Context: an optimization exercise on an open-source flow, tuned for small area and a short achievable clock period. The choices shown serve that exercise and are no tape-out recipe. For this run, only the layout was checked, not whether the RTL still works. No activity file was given, so power comes from the tool's default toggle rates.

[design/flow/design.v]
module ALU(
	input [18:0] a,
	input [18:0] b,
	input [18:0] simm,
	input [4:0] one,    
	input [4:0] two,    
	input [4:0] neg,    
	input sel_imm,      
	output [18:0] sum
);
	wire [18:0] pp0;
	assign pp0[0] = ((one[0] & b[0]) | (sel_imm & simm[0])) ^ neg[0];
	assign pp0[1] = ((one[0] & b[1]) | (two[0] & b[0]) | (sel_imm & simm[1])) ^ neg[0];
	assign pp0[2] = ((one[0] & b[2]) | (two[0] & b[1]) | (sel_imm & simm[2])) ^ neg[0];
	assign pp0[3] = ((one[0] & b[3]) | (two[0] & b[2]) | (sel_imm & simm[3])) ^ neg[0];
	assign pp0[4] = ((one[0] & b[4]) | (two[0] & b[3]) | (sel_imm & simm[4])) ^ neg[0];
	assign pp0[5] = ((one[0] & b[5]) | (two[0] & b[4]) | (sel_imm & simm[5])) ^ neg[0];
	assign pp0[6] = ((one[0] & b[6]) | (two[0] & b[5]) | (sel_imm & simm[6])) ^ neg[0];
	assign pp0[7] = ((one[0] & b[7]) | (two[0] & b[6]) | (sel_imm & simm[7])) ^ neg[0];
	assign pp0[8] = ((one[0] & b[8]) | (two[0] & b[7]) | (sel_imm & simm[8])) ^ neg[0];
	assign pp0[9] = ((one[0] & b[9]) | (two[0] & b[8]) | (sel_imm & simm[9])) ^ neg[0];
	assign pp0[10] = ((one[0] & b[10]) | (two[0] & b[9]) | (sel_imm & simm[10])) ^ neg[0];
	assign pp0[11] = ((one[0] & b[11]) | (two[0] & b[10]) | (sel_imm & simm[11])) ^ neg[0];
	assign pp0[12] = ((one[0] & b[12]) | (two[0] & b[11]) | (sel_imm & simm[12])) ^ neg[0];
	assign pp0[13] = ((one[0] & b[13]) | (two[0] & b[12]) | (sel_imm & simm[13])) ^ neg[0];
	assign pp0[14] = ((one[0] & b[14]) | (two[0] & b[13]) | (sel_imm & simm[14])) ^ neg[0];
	assign pp0[15] = ((one[0] & b[15]) | (two[0] & b[14]) | (sel_imm & simm[15])) ^ neg[0];
	assign pp0[16] = ((one[0] & b[16]) | (two[0] & b[15]) | (sel_imm & simm[16])) ^ neg[0];
	assign pp0[17] = ((one[0] & b[17]) | (two[0] & b[16]) | (sel_imm & simm[17])) ^ neg[0];
	assign pp0[18] = ((one[0] & b[18]) | (two[0] & b[17]) | (sel_imm & simm[18])) ^ neg[0];
	wire [18:0] pp1;
	assign pp1[2] = ((one[1] & b[0])) ^ neg[1];
	assign pp1[3] = ((one[1] & b[1]) | (two[1] & b[0])) ^ neg[1];
	assign pp1[4] = ((one[1] & b[2]) | (two[1] & b[1])) ^ neg[1];
	assign pp1[5] = ((one[1] & b[3]) | (two[1] & b[2])) ^ neg[1];
	assign pp1[6] = ((one[1] & b[4]) | (two[1] & b[3])) ^ neg[1];
	assign pp1[7] = ((one[1] & b[5]) | (two[1] & b[4])) ^ neg[1];
	assign pp1[8] = ((one[1] & b[6]) | (two[1] & b[5])) ^ neg[1];
	assign pp1[9] = ((one[1] & b[7]) | (two[1] & b[6])) ^ neg[1];
	assign pp1[10] = ((one[1] & b[8]) | (two[1] & b[7])) ^ neg[1];
	assign pp1[11] = ((one[1] & b[9]) | (two[1] & b[8])) ^ neg[1];
	assign pp1[12] = ((one[1] & b[10]) | (two[1] & b[9])) ^ neg[1];
	assign pp1[13] = ((one[1] & b[11]) | (two[1] & b[10])) ^ neg[1];
	assign pp1[14] = ((one[1] & b[12]) | (two[1] & b[11])) ^ neg[1];
	assign pp1[15] = ((one[1] & b[13]) | (two[1] & b[12])) ^ neg[1];
	assign pp1[16] = ((one[1] & b[14]) | (two[1] & b[13])) ^ neg[1];
	assign pp1[17] = ((one[1] & b[15]) | (two[1] & b[14])) ^ neg[1];
	assign pp1[18] = ((one[1] & b[16]) | (two[1] & b[15])) ^ neg[1];
	wire [18:0] pp2;
	assign pp2[4] = ((one[2] & b[0])) ^ neg[2];
	assign pp2[5] = ((one[2] & b[1]) | (two[2] & b[0])) ^ neg[2];
	assign pp2[6] = ((one[2] & b[2]) | (two[2] & b[1])) ^ neg[2];
	assign pp2[7] = ((one[2] & b[3]) | (two[2] & b[2])) ^ neg[2];
	assign pp2[8] = ((one[2] & b[4]) | (two[2] & b[3])) ^ neg[2];
	assign pp2[9] = ((one[2] & b[5]) | (two[2] & b[4])) ^ neg[2];
	assign pp2[10] = ((one[2] & b[6]) | (two[2] & b[5])) ^ neg[2];
	assign pp2[11] = ((one[2] & b[7]) | (two[2] & b[6])) ^ neg[2];
	assign pp2[12] = ((one[2] & b[8]) | (two[2] & b[7])) ^ neg[2];
	assign pp2[13] = ((one[2] & b[9]) | (two[2] & b[8])) ^ neg[2];
	assign pp2[14] = ((one[2] & b[10]) | (two[2] & b[9])) ^ neg[2];
	assign pp2[15] = ((one[2] & b[11]) | (two[2] & b[10])) ^ neg[2];
	assign pp2[16] = ((one[2] & b[12]) | (two[2] & b[11])) ^ neg[2];
	assign pp2[17] = ((one[2] & b[13]) | (two[2] & b[12])) ^ neg[2];
	assign pp2[18] = ((one[2] & b[14]) | (two[2] & b[13])) ^ neg[2];
	wire [18:0] pp3;
	assign pp3[6] = ((one[3] & b[0])) ^ neg[3];
	assign pp3[7] = ((one[3] & b[1]) | (two[3] & b[0])) ^ neg[3];
	assign pp3[8] = ((one[3] & b[2]) | (two[3] & b[1])) ^ neg[3];
	assign pp3[9] = ((one[3] & b[3]) | (two[3] & b[2])) ^ neg[3];
	assign pp3[10] = ((one[3] & b[4]) | (two[3] & b[3])) ^ neg[3];
	assign pp3[11] = ((one[3] & b[5]) | (two[3] & b[4])) ^ neg[3];
	assign pp3[12] = ((one[3] & b[6]) | (two[3] & b[5])) ^ neg[3];
	assign pp3[13] = ((one[3] & b[7]) | (two[3] & b[6])) ^ neg[3];
	assign pp3[14] = ((one[3] & b[8]) | (two[3] & b[7])) ^ neg[3];
	assign pp3[15] = ((one[3] & b[9]) | (two[3] & b[8])) ^ neg[3];
	assign pp3[16] = ((one[3] & b[10]) | (two[3] & b[9])) ^ neg[3];
	assign pp3[17] = ((one[3] & b[11]) | (two[3] & b[10])) ^ neg[3];
	assign pp3[18] = ((one[3] & b[12]) | (two[3] & b[11])) ^ neg[3];
	wire [18:0] pp4;
	assign pp4[8] = ((one[4] & b[0])) ^ neg[4];
	assign pp4[9] = ((one[4] & b[1]) | (two[4] & b[0])) ^ neg[4];
	assign pp4[10] = ((one[4] & b[2]) | (two[4] & b[1])) ^ neg[4];
	assign pp4[11] = ((one[4] & b[3]) | (two[4] & b[2])) ^ neg[4];
	assign pp4[12] = ((one[4] & b[4]) | (two[4] & b[3])) ^ neg[4];
	assign pp4[13] = ((one[4] & b[5]) | (two[4] & b[4])) ^ neg[4];
	assign pp4[14] = ((one[4] & b[6]) | (two[4] & b[5])) ^ neg[4];
	assign pp4[15] = ((one[4] & b[7]) | (two[4] & b[6])) ^ neg[4];
	assign pp4[16] = ((one[4] & b[8]) | (two[4] & b[7])) ^ neg[4];
	assign pp4[17] = ((one[4] & b[9]) | (two[4] & b[8])) ^ neg[4];
	assign pp4[18] = ((one[4] & b[10]) | (two[4] & b[9])) ^ neg[4];
	wire t1 = a[8] ^ pp0[8];
	wire t2 = a[8] & pp0[8];
	wire t3 = a[9] ^ pp0[9];
	wire t4 = a[9] & pp0[9];
	wire t5 = a[10] ^ pp0[10];
	wire t6 = a[10] & pp0[10];
	wire t7 = a[11] ^ pp0[11];
	wire t8 = a[11] & pp0[11];
	wire t9 = a[12] ^ pp0[12];
	wire t10 = a[12] & pp0[12];
	wire t11 = a[13] ^ pp0[13];
	wire t12 = a[13] & pp0[13];
	wire t13 = a[14] ^ pp0[14];
	wire t14 = a[14] & pp0[14];
	wire t15 = a[15] ^ pp0[15];
	wire t16 = a[15] & pp0[15];
	wire t17 = a[16] ^ pp0[16];
	wire t18 = a[16] & pp0[16];
	wire t19 = a[17] ^ pp0[17];
	wire t20 = a[17] & pp0[17];
	wire t21 = a[18] ^ pp0[18];
	wire t23 = a[4] ^ pp0[4];
	wire t24 = a[4] & pp0[4];
	wire t25 = a[5] ^ pp0[5];
	wire t26 = a[5] & pp0[5];
	wire t27 = a[6] ^ pp0[6] ^ pp1[6];
	wire t28 = (a[6] & pp0[6]) | (a[6] & pp1[6]) | (pp0[6] & pp1[6]);
	wire t29 = pp2[6] ^ pp3[6];
	wire t30 = pp2[6] & pp3[6];
	wire t31 = a[7] ^ pp0[7] ^ pp1[7];
	wire t32 = (a[7] & pp0[7]) | (a[7] & pp1[7]) | (pp0[7] & pp1[7]);
	wire t33 = pp2[7] ^ pp3[7];
	wire t34 = pp2[7] & pp3[7];
	wire t35 = t1 ^ pp1[8] ^ pp2[8];
	wire t36 = (t1 & pp1[8]) | (t1 & pp2[8]) | (pp1[8] & pp2[8]);
	wire t37 = pp3[8] ^ pp4[8] ^ neg[4];
	wire t38 = (pp3[8] & pp4[8]) | (pp3[8] & neg[4]) | (pp4[8] & neg[4]);
	wire t39 = t3 ^ pp1[9] ^ pp2[9];
	wire t40 = (t3 & pp1[9]) | (t3 & pp2[9]) | (pp1[9] & pp2[9]);
	wire t41 = pp3[9] ^ pp4[9] ^ t2;
	wire t42 = (pp3[9] & pp4[9]) | (pp3[9] & t2) | (pp4[9] & t2);
	wire t43 = t5 ^ pp1[10] ^ pp2[10];
	wire t44 = (t5 & pp1[10]) | (t5 & pp2[10]) | (pp1[10] & pp2[10]);
	wire t45 = pp3[10] ^ pp4[10] ^ t4;
	wire t46 = (pp3[10] & pp4[10]) | (pp3[10] & t4) | (pp4[10] & t4);
	wire t47 = t7 ^ pp1[11] ^ pp2[11];
	wire t48 = (t7 & pp1[11]) | (t7 & pp2[11]) | (pp1[11] & pp2[11]);
	wire t49 = pp3[11] ^ pp4[11] ^ t6;
	wire t50 = (pp3[11] & pp4[11]) | (pp3[11] & t6) | (pp4[11] & t6);
	wire t51 = t9 ^ pp1[12] ^ pp2[12];
	wire t52 = (t9 & pp1[12]) | (t9 & pp2[12]) | (pp1[12] & pp2[12]);
	wire t53 = pp3[12] ^ pp4[12] ^ t8;
	wire t54 = (pp3[12] & pp4[12]) | (pp3[12] & t8) | (pp4[12] & t8);
	wire t55 = t11 ^ pp1[13] ^ pp2[13];
	wire t56 = (t11 & pp1[13]) | (t11 & pp2[13]) | (pp1[13] & pp2[13]);
	wire t57 = pp3[13] ^ pp4[13] ^ t10;
	wire t58 = (pp3[13] & pp4[13]) | (pp3[13] & t10) | (pp4[13] & t10);
	wire t59 = t13 ^ pp1[14] ^ pp2[14];
	wire t60 = (t13 & pp1[14]) | (t13 & pp2[14]) | (pp1[14] & pp2[14]);
	wire t61 = pp3[14] ^ pp4[14] ^ t12;
	wire t62 = (pp3[14] & pp4[14]) | (pp3[14] & t12) | (pp4[14] & t12);
	wire t63 = t15 ^ pp1[15] ^ pp2[15];
	wire t64 = (t15 & pp1[15]) | (t15 & pp2[15]) | (pp1[15] & pp2[15]);
	wire t65 = pp3[15] ^ pp4[15] ^ t14;
	wire t66 = (pp3[15] & pp4[15]) | (pp3[15] & t14) | (pp4[15] & t14);
	wire t67 = t17 ^ pp1[16] ^ pp2[16];
	wire t68 = (t17 & pp1[16]) | (t17 & pp2[16]) | (pp1[16] & pp2[16]);
	wire t69 = pp3[16] ^ pp4[16] ^ t16;
	wire t70 = (pp3[16] & pp4[16]) | (pp3[16] & t16) | (pp4[16] & t16);
	wire t71 = t19 ^ pp1[17] ^ pp2[17];
	wire t72 = (t19 & pp1[17]) | (t19 & pp2[17]) | (pp1[17] & pp2[17]);
	wire t73 = pp3[17] ^ pp4[17] ^ t18;
	wire t74 = (pp3[17] & pp4[17]) | (pp3[17] & t18) | (pp4[17] & t18);
	wire t75 = t21 ^ pp1[18] ^ pp2[18];
	wire t77 = pp3[18] ^ pp4[18] ^ t20;
	wire t79 = a[2] ^ pp0[2];
	wire t80 = a[2] & pp0[2];
	wire t81 = a[3] ^ pp0[3];
	wire t82 = a[3] & pp0[3];
	wire t83 = t23 ^ pp1[4] ^ pp2[4];
	wire t84 = (t23 & pp1[4]) | (t23 & pp2[4]) | (pp1[4] & pp2[4]);
	wire t85 = t25 ^ pp1[5] ^ pp2[5];
	wire t86 = (t25 & pp1[5]) | (t25 & pp2[5]) | (pp1[5] & pp2[5]);
	wire t87 = t27 ^ t29 ^ neg[3];
	wire t88 = (t27 & t29) | (t27 & neg[3]) | (t29 & neg[3]);
	wire t89 = t31 ^ t33 ^ t28;
	wire t90 = (t31 & t33) | (t31 & t28) | (t33 & t28);
	wire t91 = t35 ^ t37 ^ t32;
	wire t92 = (t35 & t37) | (t35 & t32) | (t37 & t32);
	wire t93 = t39 ^ t41 ^ t36;
	wire t94 = (t39 & t41) | (t39 & t36) | (t41 & t36);
	wire t95 = t43 ^ t45 ^ t40;
	wire t96 = (t43 & t45) | (t43 & t40) | (t45 & t40);
	wire t97 = t47 ^ t49 ^ t44;
	wire t98 = (t47 & t49) | (t47 & t44) | (t49 & t44);
	wire t99 = t51 ^ t53 ^ t48;
	wire t100 = (t51 & t53) | (t51 & t48) | (t53 & t48);
	wire t101 = t55 ^ t57 ^ t52;
	wire t102 = (t55 & t57) | (t55 & t52) | (t57 & t52);
	wire t103 = t59 ^ t61 ^ t56;
	wire t104 = (t59 & t61) | (t59 & t56) | (t61 & t56);
	wire t105 = t63 ^ t65 ^ t60;
	wire t106 = (t63 & t65) | (t63 & t60) | (t65 & t60);
	wire t107 = t67 ^ t69 ^ t64;
	wire t108 = (t67 & t69) | (t67 & t64) | (t69 & t64);
	wire t109 = t71 ^ t73 ^ t68;
	wire t110 = (t71 & t73) | (t71 & t68) | (t73 & t68);
	wire t111 = t75 ^ t77 ^ t72;
	wire t113 = a[0] ^ pp0[0];
	wire t114 = a[0] & pp0[0];
	wire t115 = a[1] ^ pp0[1];
	wire t116 = a[1] & pp0[1];
	wire t117 = t79 ^ pp1[2] ^ neg[1];
	wire t118 = (t79 & pp1[2]) | (t79 & neg[1]) | (pp1[2] & neg[1]);
	wire t119 = t81 ^ pp1[3] ^ t80;
	wire t120 = (t81 & pp1[3]) | (t81 & t80) | (pp1[3] & t80);
	wire t121 = t83 ^ neg[2] ^ t82;
	wire t122 = (t83 & neg[2]) | (t83 & t82) | (neg[2] & t82);
	wire t123 = t85 ^ t24 ^ t84;
	wire t124 = (t85 & t24) | (t85 & t84) | (t24 & t84);
	wire t125 = t87 ^ t26 ^ t86;
	wire t126 = (t87 & t26) | (t87 & t86) | (t26 & t86);
	wire t127 = t89 ^ t30 ^ t88;
	wire t128 = (t89 & t30) | (t89 & t88) | (t30 & t88);
	wire t129 = t91 ^ t34 ^ t90;
	wire t130 = (t91 & t34) | (t91 & t90) | (t34 & t90);
	wire t131 = t93 ^ t38 ^ t92;
	wire t132 = (t93 & t38) | (t93 & t92) | (t38 & t92);
	wire t133 = t95 ^ t42 ^ t94;
	wire t134 = (t95 & t42) | (t95 & t94) | (t42 & t94);
	wire t135 = t97 ^ t46 ^ t96;
	wire t136 = (t97 & t46) | (t97 & t96) | (t46 & t96);
	wire t137 = t99 ^ t50 ^ t98;
	wire t138 = (t99 & t50) | (t99 & t98) | (t50 & t98);
	wire t139 = t101 ^ t54 ^ t100;
	wire t140 = (t101 & t54) | (t101 & t100) | (t54 & t100);
	wire t141 = t103 ^ t58 ^ t102;
	wire t142 = (t103 & t58) | (t103 & t102) | (t58 & t102);
	wire t143 = t105 ^ t62 ^ t104;
	wire t144 = (t105 & t62) | (t105 & t104) | (t62 & t104);
	wire t145 = t107 ^ t66 ^ t106;
	wire t146 = (t107 & t66) | (t107 & t106) | (t66 & t106);
	wire t147 = t109 ^ t70 ^ t108;
	wire t148 = (t109 & t70) | (t109 & t108) | (t70 & t108);
	wire t149 = t111 ^ t74 ^ t110;
	wire [18:0] r0 = {t149, t147, t145, t143, t141, t139, t137, t135, t133, t131, t129, t127, t125, t123, t121, t119, t117, t115, t113};
	wire [18:0] r1 = {t148, t146, t144, t142, t140, t138, t136, t134, t132, t130, t128, t126, t124, t122, t120, t118, t116, t114, neg[0]};
	assign sum = r0 + r1;
endmodule
module CPU(
	input clk,
	input reset,
	output [4:0] instr_addr,
	input [18:0] instr,
	output reg [18:0] alu_result,
	output rf_we,
	output [2:0] rf_waddr,
	output reg [18:0] rf_wdata,
	output mem_we,
	output [4:0] mem_waddr,
	output [18:0] mem_wdata
);
	wire [1:0] ty    = instr[18:17];
	wire [1:0] code  = instr[16:15];
	wire [2:0] rs    = instr[14:12];
	wire [2:0] rt    = instr[11:9];
	wire [2:0] rd    = instr[8:6];
	wire [2:0] funct = instr[2:0];
	wire [8:0] imm   = instr[8:0];
	wire [18:0] simm = {{10{imm[8]}}, imm};
	wire t_r = (ty == 2'b00);
	wire t_i = (ty == 2'b01);
	wire t_m = (ty == 2'b10);
	wire t_j = (ty == 2'b11);
	wire is_lea = t_i && (code == 2'b11);
	wire is_sub = t_r ? (funct == 3'b010 || funct == 3'b111) : (t_m && code == 2'b10);
	wire is_imm = !t_r && !is_lea && !is_sub;
	reg [4:0] pc;
	reg [18:0] rf [1:7];
	reg [7:1] rf_v;
	reg [18:0] mem [0:31];
	reg [31:0] mem_v;
	reg [18:0] a, b;
	integer x;
	always @(*) begin
		a = 19'd0;
		b = 19'd0;
		for (x = 1; x < 8; x = x + 1) begin
			a = a | ({19{rs == x && rf_v[x]}} & rf[x]);
			b = b | ({19{rt == x && rf_v[x]}} & rf[x]);
		end
	end
	wire [9:0] k = {imm, 1'b0};
	reg [4:0] one, two, neg;
	integer i;
	always @(*) begin
		for (i = 0; i < 5; i = i + 1) begin
			if (is_lea) begin
				one[i] = k[2*i+1] ^ k[2*i];
				if (i < 4) begin
					two[i] = (k[2*i+2] & ~k[2*i+1] & ~k[2*i]) | (~k[2*i+2] & k[2*i+1] & k[2*i]);
					neg[i] = k[2*i+2];
				end else begin
					two[i] = k[2*i+1] & k[2*i];
					neg[i] = 1'b0;
				end
			end else begin
				one[i] = (i == 0) && !is_imm;
				two[i] = 1'b0;
				neg[i] = (i == 0) && is_sub;
			end
		end
	end
	wire [18:0] sum;
	ALU alu (
		.a(a), .b(b), .simm(simm),
		.one(one), .two(two), .neg(neg), .sel_imm(is_imm),
		.sum(sum)
	);
	wire slt    = (a[18] != b[18]) ? a[18] : sum[18];
	wire b_zero = (b == 19'd0);
	wire equal  = (sum == 19'd0);
	wire [4:0] addr = a[4:0] + imm[4:0];
	wire pcm = t_m && (code == 2'b01);
	wire [4:0] raddr = pcm ? b[4:0] : addr;
	reg [18:0] mrd;
	integer y;
	always @(*) begin
		mrd = 19'd0;
		for (y = 0; y < 32; y = y + 1)
			mrd = mrd | ({19{raddr == y && mem_v[y]}} & mem[y]);
	end
	always @(*) begin
		if (t_r && funct == 3'b100) alu_result = a & b;
		else if (t_r && funct == 3'b101) alu_result = a | b;
		else if (t_r && funct == 3'b111) alu_result = {18'd0, slt};
		else if (t_r && funct == 3'b001) alu_result = b;
		else if (t_i && code == 2'b01) alu_result = a & simm;
		else alu_result = sum;
	end
	wire mvz = (funct == 3'b001);
	wire [2:0] wa = (t_i || t_m) ? rt : rd;
	wire wen = (t_r && (!mvz || b_zero)) || t_i;
	assign rf_we = wen && (wa != 3'd0);
	assign rf_waddr = wa;
	always @(*) begin
		if (t_r && mvz) rf_wdata = a;
		else if (t_i && code == 2'b10) rf_wdata = mrd;
		else rf_wdata = alu_result;
	end
	assign mem_we = t_m && !code[1];
	assign mem_waddr = addr;
	assign mem_wdata = pcm ? mrd + 19'd1 : b;
	wire [4:0] pc1 = pc + 5'd1;
	wire beq = t_m && (code == 2'b10);
	wire [4:0] npc = pcm ? mrd[4:0] :
	                 t_j ? instr[4:0] :
	                 (beq && equal) ? pc1 + imm[4:0] : pc1;
	assign instr_addr = pc;
	always @(posedge clk or posedge reset)
		if (reset) pc <= 5'd0;
		else pc <= npc;
	integer w;
	always @(posedge clk)
		for (w = 1; w < 8; w = w + 1)
			if (rf_we && wa == w) rf[w] <= rf_wdata;
	always @(posedge clk or posedge reset)
		if (reset) rf_v <= 7'd0;
		else if (rf_we) rf_v[wa] <= 1'b1;
	integer j;
	always @(posedge clk)
		for (j = 0; j < 32; j = j + 1)
			if (mem_we && addr == j) mem[j] <= mem_wdata;
	always @(posedge clk or posedge reset)
		if (reset) mem_v <= 32'd0;
		else if (mem_we) mem_v[addr] <= 1'b1;
endmodule
[design/flow/flow/run.sh]
#!/bin/bash
# The standard layout (standard.sh) with these changes:
#  - ABC maps the logic with flow/abc.script (area-recovering mapping) instead
#    of ORFS's abc_speed.script; the rest of the synthesis is synth_recipe.tcl;
#  - repair_timing aims for SETUP_SLACK_MARGIN ns of setup slack;
#  - clock tree: no dummy loads, larger sink clusters;
#  - ports are buffered with buf_2 (repair_timing resizes them as needed).
# The SDC (clock period, I/O delays, loads) is the standard flow's, unchanged.
set -euo pipefail
W=$(pwd)
cat > "$W/abc_wrap.tcl" <<EOT
proc abc {args} {
  set i [lsearch \$args -script]
  if {\$i >= 0} { lset args [expr {\$i + 1}] $W/flow/abc.script }
  yosys abc {*}\$args
}
source $W/synth_recipe.tcl
EOT
sed "s#SYNTH_SCRIPT=[^ ]*#SYNTH_SCRIPT=$W/abc_wrap.tcl#" standard.sh > my_standard.sh
export SETUP_SLACK_MARGIN=${MARGIN:-5}
export CTS_ARGS="-sink_clustering_enable -repair_clock_nets -dont_use_dummy_load -sink_clustering_size 30 -sink_clustering_max_diameter 80"
export BUFFER_PORTS_ARGS="-buffer_cell sky130_fd_sc_hd__buf_2"
bash my_standard.sh finish > standard.log 2>&1
[design/flow/flow/abc.script]
&get -n
&st
&dch
&nf -R 1000
&st
&dch
&nf -R 1000
&put
buffer -c
topo
stime -c
upsize -c
dnsize -c
[design/flow/standard.sh]
#!/bin/bash
# synth_recipe.tcl (not shown) runs the flow's synth.tcl, then flattens the netlist and writes it again
# the make line also repeats each setting of config.mk as NAME=value (left out here)
make -C /OpenROAD-flow-scripts/flow DESIGN_CONFIG=/design/flow/config.mk WORK_HOME=/design/flow/orfs CLKGATE_MAP_FILE= SYNTH_SCRIPT=/design/flow/synth_recipe.tcl "${@:-finish}"
[design/flow/config.mk]
export PLATFORM = sky130hd
export DESIGN_NAME = CPU
export DESIGN_NICKNAME = CPU
export VERILOG_FILES = /design/flow/design.v
export SDC_FILE = /design/flow/constraint.sdc
export NUM_CORES = 4
export LEC_CHECK = 0
export CAP_MARGIN = 20
export CORE_MARGIN = 2
export CORE_UTILIZATION = 40
export SLEW_MARGIN = 20
[design/flow/constraint.sdc]
create_clock -name core_clock -period 19.0 [get_ports {clk}]
set_input_delay 3.8000 -clock core_clock [delete_from_list [all_inputs] [get_ports {clk}]]
set_output_delay 3.8000 -clock core_clock [all_outputs]
set_load 0.01 [all_outputs]
==> metrics.cfg <==
[floorplan]
coreArea_mm2 = 0.0881
die_area_mm2 = 0.0911
io_pins = 93
rows = 109
start_util_pct = 40.3
die_w_um = 302
die_height_um = 302

[routing]
wl_per_cell_um = 32.6
avgViaCountPerCell = 6.55
finalWirelength_um = 126000
firstDrtPassIters = 10
drc = 0
drtIter0Drc = 4568
drtAntennaViolNets = 0
via_count = 25400

[cells_and_area]
area_growth_pct = 14.2
nets = 2865
drive_gt1_share_pct = 19.7
final_area_mm2 = 0.0405

[worst_setup_path]
crit_path_end_kind = primary output
ff2ff_path_depth = 30
crit_fanout = 9
critPathSlowestCell = fa_1
start_kind = input pin
cp_slowest_stage_delay_ps = 520
critPathKind = input pin to primary output
cp.arrival_ps = 10110
worstPathRequired_ps = 15200

[clocking]
clock_tree.root_cell = clkbuf_16
clk_pin_slew_ps = 80
clock_sinks = 785
hold_buffers = 0
cts_tree = yes
cts-buffers-inserted = 38
cts-htree-levels = 2
clk_latency_ps = 650
cts_max_path_buffers = 3

[sta]
max_slew_margin_pct = 22.6
rsz0062_at_grt = yes
period_needed_ps = 13910
slew_viol_final = 0
fin_skew_ps = 131
max_clock_freq_mhz = 71.9
hold_violations = 0
period_share_pct = 73.2
tightestPinTransition_ps = 1160
finalSetupViolations = 0
fin_tns_setup_ps = 0

[job]
drv_cap = 0

[synth]
synth_flop_cell = edfxtp_1
avgSynthCellArea_um2 = 14.0
syn_inst = 2540
synthesis.nets = 2686
synthDistinctLibCells = 70
ys_ff_latch = 785
synth_edf_count = 741
synth_warnings = 3
ys_seq_area_share_pct = 65.8
netlist_area_mm2 = 0.0355
async_flop_share_pct = 5.61

[global_routing]
grt_pass1_wl_um = 177000
track_usage_pct = 27.0
grt_overflow = 0
grt_max_degree = 49
grt_pass1_vias = 24400
antenna_found_initial = 2

[placement]
hpwl_um = 75900
port_buffers = 92
gp_congestion = 0.893
placed_cell_area_mm2 = 0.0378

[hold_path]
min_path_type = flip-flop to flip-flop
min_path_cells = 1

[run_status]
status = timing/DRC/antenna clean

[power]
power_density_mw_per_mm2 = 112
ir_drop_mv = 0.0721
cellLeakagePower_uw = 0.0141

-- path summary, 6_finish.rpt --
check	startpoint	to	slack, ps
setup reg to reg	rf_v[1]	pc[4]	11530
min in group asynchronous	reset	mem_v[10]	3310
hold reg to reg	mem_v[27]	mem_v[27]	460
max in group asynchronous	reset	mem_v[14]	15130
setup / recovery	instr[10]	rf_wdata[18]	5090
hold / removal	mem_v[27]	mem_v[27]	460
-- power breakdown --
part / total, uW / internal (uW) / switching [uW]
combinational: 1510 / 534 / 972
sequential: 2170 / 2120 / 52.2
clock: 875 / 359 / 516
-- flip-flops by register name, indices dropped and copies added, names as in the netlist --
name	cells
rf_v	7
mem_v	32
mem	608
pc	5
rf	133
-- synth_stat cells, drive strengths merged (20+ instances only) --
master,n,area share [%]
edfxtp,741,63
and3,45,0.82
a21oi,79,1.1
xnor2,82,2.0
buf,58,0.84
o21bai,20,0.42
nand2,169,1.8
a22oi,188,4.0
nor2,132,1.4
fa,53,3.0
a221oi,51,1.3
dfrtp,44,3.1
a21o,36,0.76
nand4,31,0.55
nand3,102,1.5
a22o,43,1.1
o21ai,73,1.0
xor2,34,0.84
a222oi,137,3.9
inv,86,0.91
ha,72,2.5
clkbuf,107,1.1
a31oi,22,0.39
-- through the flow --
stage	utilization [%]	instances	total power, uW	hold slack, ps	setup WS, ps
floorplan	-	2540	2970	420	5090
global placement	42.9	3738	3470	431	3570
detailed placement	42.9	3741	3500	436	3610
CTS	44.9	3823	4420	454	4990
global route	46.0	3883	4720	470	4860
finish	46.0	3885	4550	463	5090
-- cell type report --
cell class	instances	area [um2]
diodes	3	7.51
clock buffers	38	951
fillers	7787	47600
inverters	88	335
multi-input cells	1505	12100
flip-flops and latches	785	23400
well taps	1165	1460
repair buffers	301	2300
-- critical path: cells and delay by family --
kind            cells  cell delay [ps]
fa+ha+maj           5             2040
xor+xnor            2              480
compound gates     13             2380
simple gates        4              810
buf+inv             6              560
-- per-layer routing --
metal	GRT usage, %	up-vias	share of wire [%]
met1	34.8	12800	36
met5	0	-	0
met4	10.8	0	4.5
li1	-	10400	-
met3	5.19	323	12
met2	45.1	1896	48
-- cells in the final DEF (no fill, tap or decap), types with 61 or more instances in the layout --
| cell type | n |
|---|---|
| xnor2_1 | 79 |
| a21oi_1 | 61 |
| nor2_1 | 91 |
| buf_4 | 171 |
| a22oi_1 | 187 |
| ha_1 | 64 |
| buf_2 | 88 |
| a222oi_1 | 137 |
| edfxtp_1 | 741 |
| nand3_1 | 81 |
| inv_1 | 81 |
| nand2_1 | 161 |
-- timing repair --
item | in CTS | in global routing
endpoints found under the setup margin | 41 | 28
resized for setup | 100 | 108
pin swaps | 30 | 53
gates cloned | 2 | 3
setup buffers | 42 | 54
-- logic make-up after synthesis --
logic type	share of synthesized area [%]
xor+xnor	2.86
buf+inv	2.90
fa+ha+maj	5.53
mux	0.173
compound gates	14.9
simple gates	7.80
flops	65.8

## static timing again, ports no longer ideal
No port has a modelled driver above. Below, the same layout with a new extraction and two added sets of constraints.
Step 1 assumes that a clkbuf_16 drives the clock port and a buf_2 every other input.
Step 2 also shifts input and output timing later by t, the mid clock arrival at the registers, as if the neighbouring blocks saw the same clock.
Three values: no drivers, after step 1, after step 2; two values: the first two.
t, ns: 0.645
setup WS [ns]: 5.091 / 5.055 / 5.055
clock arrival spread, ns: 0.137 / 0.137
worst data-port slew with drivers (ns): 0.11
After both steps this run still meets setup and hold. The setup slack of this run moves by -0.036 ns with the drivers and by -0.036 ns with both steps.
